This design comes from an exercise in tuning for small area on the open sky130 flow, not from production work. Function was not checked in any run shown here: the RTL went through the layout flow alone. Power is estimated from default activity; no workload was simulated.

==> flow/design.v (outline; a module is shown in full before it is edited, if it fits) <==
// module p_fa: 4 lines
// module p_ha: 4 lines
// module p_nand2: 3 lines
// module p_nor2: 3 lines
// module p_or2: 3 lines
// module p_inv: 3 lines
// module p_xor2: 3 lines
// module p_xnor2: 3 lines
// module p_xor3: 3 lines
// module p_and2: 3 lines
// module p_andn: 3 lines
// module p_a222oi: 3 lines
// module magnitude_wrapper: 1052 lines
module magnitude_wrapper(
	input aclk,
	input aresetn,
	input s_i_data_valid,
	output reg s_o_data_ready,
	input [31:0] s_i_data,
	output reg m_o_data_valid,
	input m_i_data_ready,
	output [31:0] m_o_data
    );
  // ...
==> flow/flow/run.sh <==
#!/bin/bash
# Standard layout, but the port buffers are the smallest plain buffer and
# the clock tree uses smaller buffers without dummy loads.
set -euo pipefail
export BUFFER_PORTS_ARGS="-buffer_cell sky130_fd_sc_hd__buf_1"
export CTS_ARGS="-sink_clustering_enable -repair_clock_nets -dont_use_dummy_load -buf_list sky130_fd_sc_hd__clkbuf_8"
bash standard.sh finish > standard_flow.log 2>&1
==> flow/standard.sh <==
#!/bin/bash
# synth_recipe.tcl (not shown) runs the flow's synth.tcl, then flattens the netlist and writes it again
# the make line also repeats each setting of config.mk as NAME=value (left out here)
make -C /OpenROAD-flow-scripts/flow DESIGN_CONFIG=/design/flow/config.mk WORK_HOME=/design/flow/orfs CLKGATE_MAP_FILE= SYNTH_SCRIPT=/design/flow/synth_recipe.tcl "${@:-finish}"
==> flow/config.mk <==
export PLATFORM = sky130hd
export DESIGN_NAME = magnitude_wrapper
export DESIGN_NICKNAME = magnitude_wrapper
export VERILOG_FILES = /design/flow/design.v
export SDC_FILE = /design/flow/constraint.sdc
export NUM_CORES = 4
export LEC_CHECK = 0
export CAP_MARGIN = 20
export CORE_MARGIN = 2
export CORE_UTILIZATION = 40
export SLEW_MARGIN = 20
export SYNTH_HIERARCHICAL = 1
export SYNTH_MINIMUM_KEEP_SIZE = 0
==> flow/constraint.sdc <==
create_clock -name core_clock -period 10.0 [get_ports {aclk}]
set_input_delay 2.0000 -clock core_clock [delete_from_list [all_inputs] [get_ports {aclk}]]
set_output_delay 2.0000 -clock core_clock [all_outputs]
set_load 0.01 [all_outputs]
==> impl_metrics.ini, run 1 <==
[layout]
layout_common_cells = fa_1 (135), nand2_1 (107), dfxtp_1 (90)
area_delta_synth_final_pct = 13.1
num-nonclk-buffers = 117
n_all_inverters = 73

[floorplan]
fp-row-count = 49
die_area_sq_mm = 0.0191
die_w_um = 138

[detailed_routing]
vias_per_cell = 5.31
drcViolationCount = 0
antenna_left = 0

[grt]
grt_pass1_vias = 5479
grt_util_all_layers = 0.219
antenna_found_initial = 0

[synthesis]
async_flop_share = 0
synth_area_leaders = fa_1 (38%), dfxtp_1 (25%), a222oi_1 (7.2%), edfxtp_1 (7.1%), nand2_1 (5.6%)
synth-warning-count = 7
synth.most_common_cell = fa_1
yosys.area_share.simple = 0.123
synthMuxAreaShare = 0
synth_commonest_cells = fa_1 (135), nand2_1 (107), dfxtp_1 (90)
synth_xor_area_frac = 0.0231
synth-seq-cells = 107
postSynthCellCount = 605

[status]
outcome = complete, no violations

[worst_setup_path]
critPathBufInv = 2
max_stage_delay_ns = 0.68
cp.depth = 22
endpoint_kind = flip-flop
crit_required_ns = 10.28
cp-endpoint = cq[19]
critPathLaunch = s_i_data[1]

[cts]
post_cts_buffers = 0
cts_resized = 0

[placement]
dp_hpwl_um = 15600
place_area_sq_mm = 0.00802

[power_and_ir_drop]
pg_comb_mw = 2.15
pwr-share-seq = 0.234

[hold_path]
hold_end = ack
==> inputs of run 2 (changes only) <==
--- a/flow/config.mk
+++ b/flow/config.mk
@@ -7,7 +7,7 @@
 export LEC_CHECK = 0
 export CAP_MARGIN = 20
 export CORE_MARGIN = 2
-export CORE_UTILIZATION = 40
+export CORE_UTILIZATION = 65
 export SLEW_MARGIN = 20
 export SYNTH_HIERARCHICAL = 1
 export SYNTH_MINIMUM_KEEP_SIZE = 0
==> run 2 against run 1 <==
  * Non-clock buffer count decreased by 20
  * Clock skew increased by 0.015 ns
  * Clock-buffer cell count unchanged
  * Maximum frequency decreased by 1.2%
  * Die area decreased by 37%
  * Total power increased by 5.0%
  * Highest routed layer unchanged
  * Combinational power increased by 7%
==> impl_metrics.ini, run 2 <==
[sta]
hold_viol_final = 0
slew_headroom = 0.336
fin_crit_ns = 9.46
fin_skew_ns = 0.0405
worst_pin_slew_ns = 0.996
layout_worst_path_cycle_share = 0.946
setup_viol = 0
rsz0062_at_grt = no
max_freq_ghz = 0.106
drv_slew = 0
finalSetupTns_ns = 0

[cts]
cts_made_buffers = 9
h-tree-depth = 3
cts_root_buffer = clkbuf_8
clk_latency_ns = 0.41
cts_resized = 0
cts_sinks = 107
cts_hold_buf = 0
tritoncts = yes
clk_pin_slew_ns = 0.09
post_cts_buffers = 0
clk_path_buf_depth = 2

[floorplan]
fp-row-count = 38
start_util = 0.664
die_y_um = 109
die_area_sq_mm = 0.0119
core_sq_mm = 0.0108
ios = 70
die_w_um = 109

[synthesis]
synth.most_common_cell = fa_1
ys_types = 21
synth-seq-cells = 107
synth_top_area_share = 0.375
synth.net_count = 795
yosysTopAreaCell = fa_1
synth-edff-count = 17
postSynthCellCount = 605
synth-warning-count = 7
netlist_area_sq_mm = 0.00720
synth_commonest_cells = fa_1 (135), nand2_1 (107), dfxtp_1 (90)
postSynthAreaPerCell_sq_um = 11.9
ys_seq_area_frac = 0.321
async_flop_share = 0
synth_area_leaders = fa_1 (38%), dfxtp_1 (25%), a222oi_1 (7.2%), edfxtp_1 (7.1%), nand2_1 (5.6%)
ys_dominant_reg_cell = dfxtp_1

[status]
outcome = complete, no violations

[layout]
fin_cells = 839
layout.nets = 891
layout_commonest_cell = fa_1
diodes = 0
multiInputGateArea_sq_mm = 0.00452
seq_area_sq_mm = 0.00231
layout_common_cells = fa_1 (135), nand2_1 (107), dfxtp_1 (90)
fillers = 794
layout-drive-gt1-share = 0.0644
area_delta_synth_final_pct = 9.42
largestRegisters = cq: 32 flops, pn: 32 flops

[worst_setup_path]
crit_required_ns = 10.30
critPathLaunch = s_i_data[1]
arrival_ns = 9.76
critPathKind = in -> reg
startpoint_type = input pin
rr_startpoint = f3
endpoint_kind = flip-flop
crit_fanout = 4

[grt]
grt_util_all_layers = 0.346
antenna_found_initial = 0
global_route.overflow_total = 0
grt_start_max_net_pins = 21
grt_pass1_wl_um = 29300
grt_pass1_vias = 5374

[placement]
port-buffer-count = 69
dp_hpwl_um = 14700
gp_congestion = 0.992
placed_cells = 830

[power_and_ir_drop]
power_density_mw_per_mm2 = 412
power_mw = 3.24
leakagePower_nw = 3.05
ir_drop_mv = 0.237

[detailed_routing]
vias = 5116
drcViolationCount = 0
first_iter_violations = 772
antenna_left = 0
wl_per_cell_um = 22.0
first_pass_iters = 8
vias_per_cell = 6.10
finalWirelength_um = 18500

[run]
drv_cap = 0

[hold_path]
hold_class = reg -> reg
min_from = start
## run 2: cell counts after synthesis
No cell type changed its count.
## run 2: per-stage QoR
step                      cell area [sq um]  hold slack (ns)  utilization  setup slack [ns]
final                                  7880            0.397        0.727             0.539
after CTS                              7880            0.398        0.727             0.600
after floorplan                        7200            0.360            -             0.714
after global routing                   7880            0.409        0.727             0.188
after global placement                 7750            0.369        0.715             0.308
after detailed placement               7750            0.385        0.715             0.184
## run 2: path summary, 6_finish.rpt
path	to	slack, ns	cells after the start
hold reg to reg	ack	0.40	0
setup / recovery	cq[19]	0.54	22
hold / removal	ack	0.40	0
setup reg to reg	cq[19]	1.19	23
## run 2: critical path, cell delays in order
cell and delay (ns):
buf_1 0.08, a222oi_1 0.77, inv_1 0.14, nand2_1 0.13, fa_1 0.45, fa_1 0.43, fa_1 0.39, fa_1 0.40
fa_1 0.39, fa_1 0.39, fa_1 0.39, fa_1 0.39, fa_1 0.42, or2_1 0.27, or2_1 0.26, or2_1 0.25
or2_1 0.25, fa_1 0.38, fa_1 0.41, fa_1 0.40, fa_1 0.46, a222oi_1 0.31
## run 2: kinds of logic after synthesis
group	synth area share
xor gates and xnor gates	0.0231
DFF	0.321
adders and majority gates	0.408
AOI/OAI and AO/OA	0.0742
buffers and inverters	0.0506
and+or+nand+nor	0.123
## run 2: final cells by class
| cell class | count | area share |
|---|---|---|
| sequential | 107 | 0.294 |
| timing repair buffer | 97 | 0.0596 |
| multi-input combinational | 413 | 0.574 |
| inverter | 73 | 0.0348 |
| clock buffer | 9 | 0.0157 |
| tap | 140 | 0.0222 |
## run 2: layer usage
| layer | track usage | wire (um) | up-vias |
|---|---|---|---|
| li1 | - | - | 2177 |
| met1 | 0.468 | 7380 | 2594 |
| met2 | 0.532 | 8670 | 300 |
| met3 | 0.120 | 1910 | 45 |
| met4 | 0.111 | 506 | 0 |
| met5 | 0 | 0 | - |
## run 2: Yosys stat by module (local to each module, per instance), a selection
module	cells	times used	cell area [sq um]
p_ha	1	19	12.5
p_inv	1	71	3.75
p_and2	1	3	6.26
p_nand2	1	105	3.75
p_a222oi	1	52	10.0
p_andn	1	3	13.8
p_fa	1	135	20.0
p_or2	1	50	6.26
p_xnor2	1	16	8.76
magnitude_wrapper	133	1	2480
## run 2: power breakdown
group	internal, mW	total, mW	switching [mW]
combinational	1.03	2.31	1.28
sequential	0.638	0.718	0.0800
clock	0.0810	0.218	0.137
total	1.75	3.24	1.49

==> re-timing with driven ports <==
In the flow no input, the clock included, has a driving cell. The finished layouts below were timed again as built, in two steps.
Step 1 (the two cells are an assumption about what drives the block):
set clk [get_ports {aclk}]
set_driving_cell -lib_cell sky130_fd_sc_hd__clkbuf_16 $clk
set_driving_cell -lib_cell sky130_fd_sc_hd__buf_2 [delete_from_list [all_inputs] $clk]
Step 2, shift: input delay + t, output delay - t, t = (earliest + latest rising clock arrival at the registers) / 2. This alone moves slack from input paths to output paths.
Slacks: no drivers / after step 1 / after step 2; pairs: no drivers / after step 1.
run | shift t [ns] | setup slack, ns | latest minus earliest clock arrival (ns) | pins driven straight from the clock port
run 1 | 0.411 | 0.656 / 0.673 / 0.262 | 0.026 / 0.025 | 1
run 2 | 0.428 | 0.539 / 0.554 / 0.125 | 0.041 / 0.041 | 1
After both steps setup and hold are still met in every run listed. For run 2, which loses most, drivers alone change the setup slack by +0.015 ns; drivers and shift together by -0.414 ns.
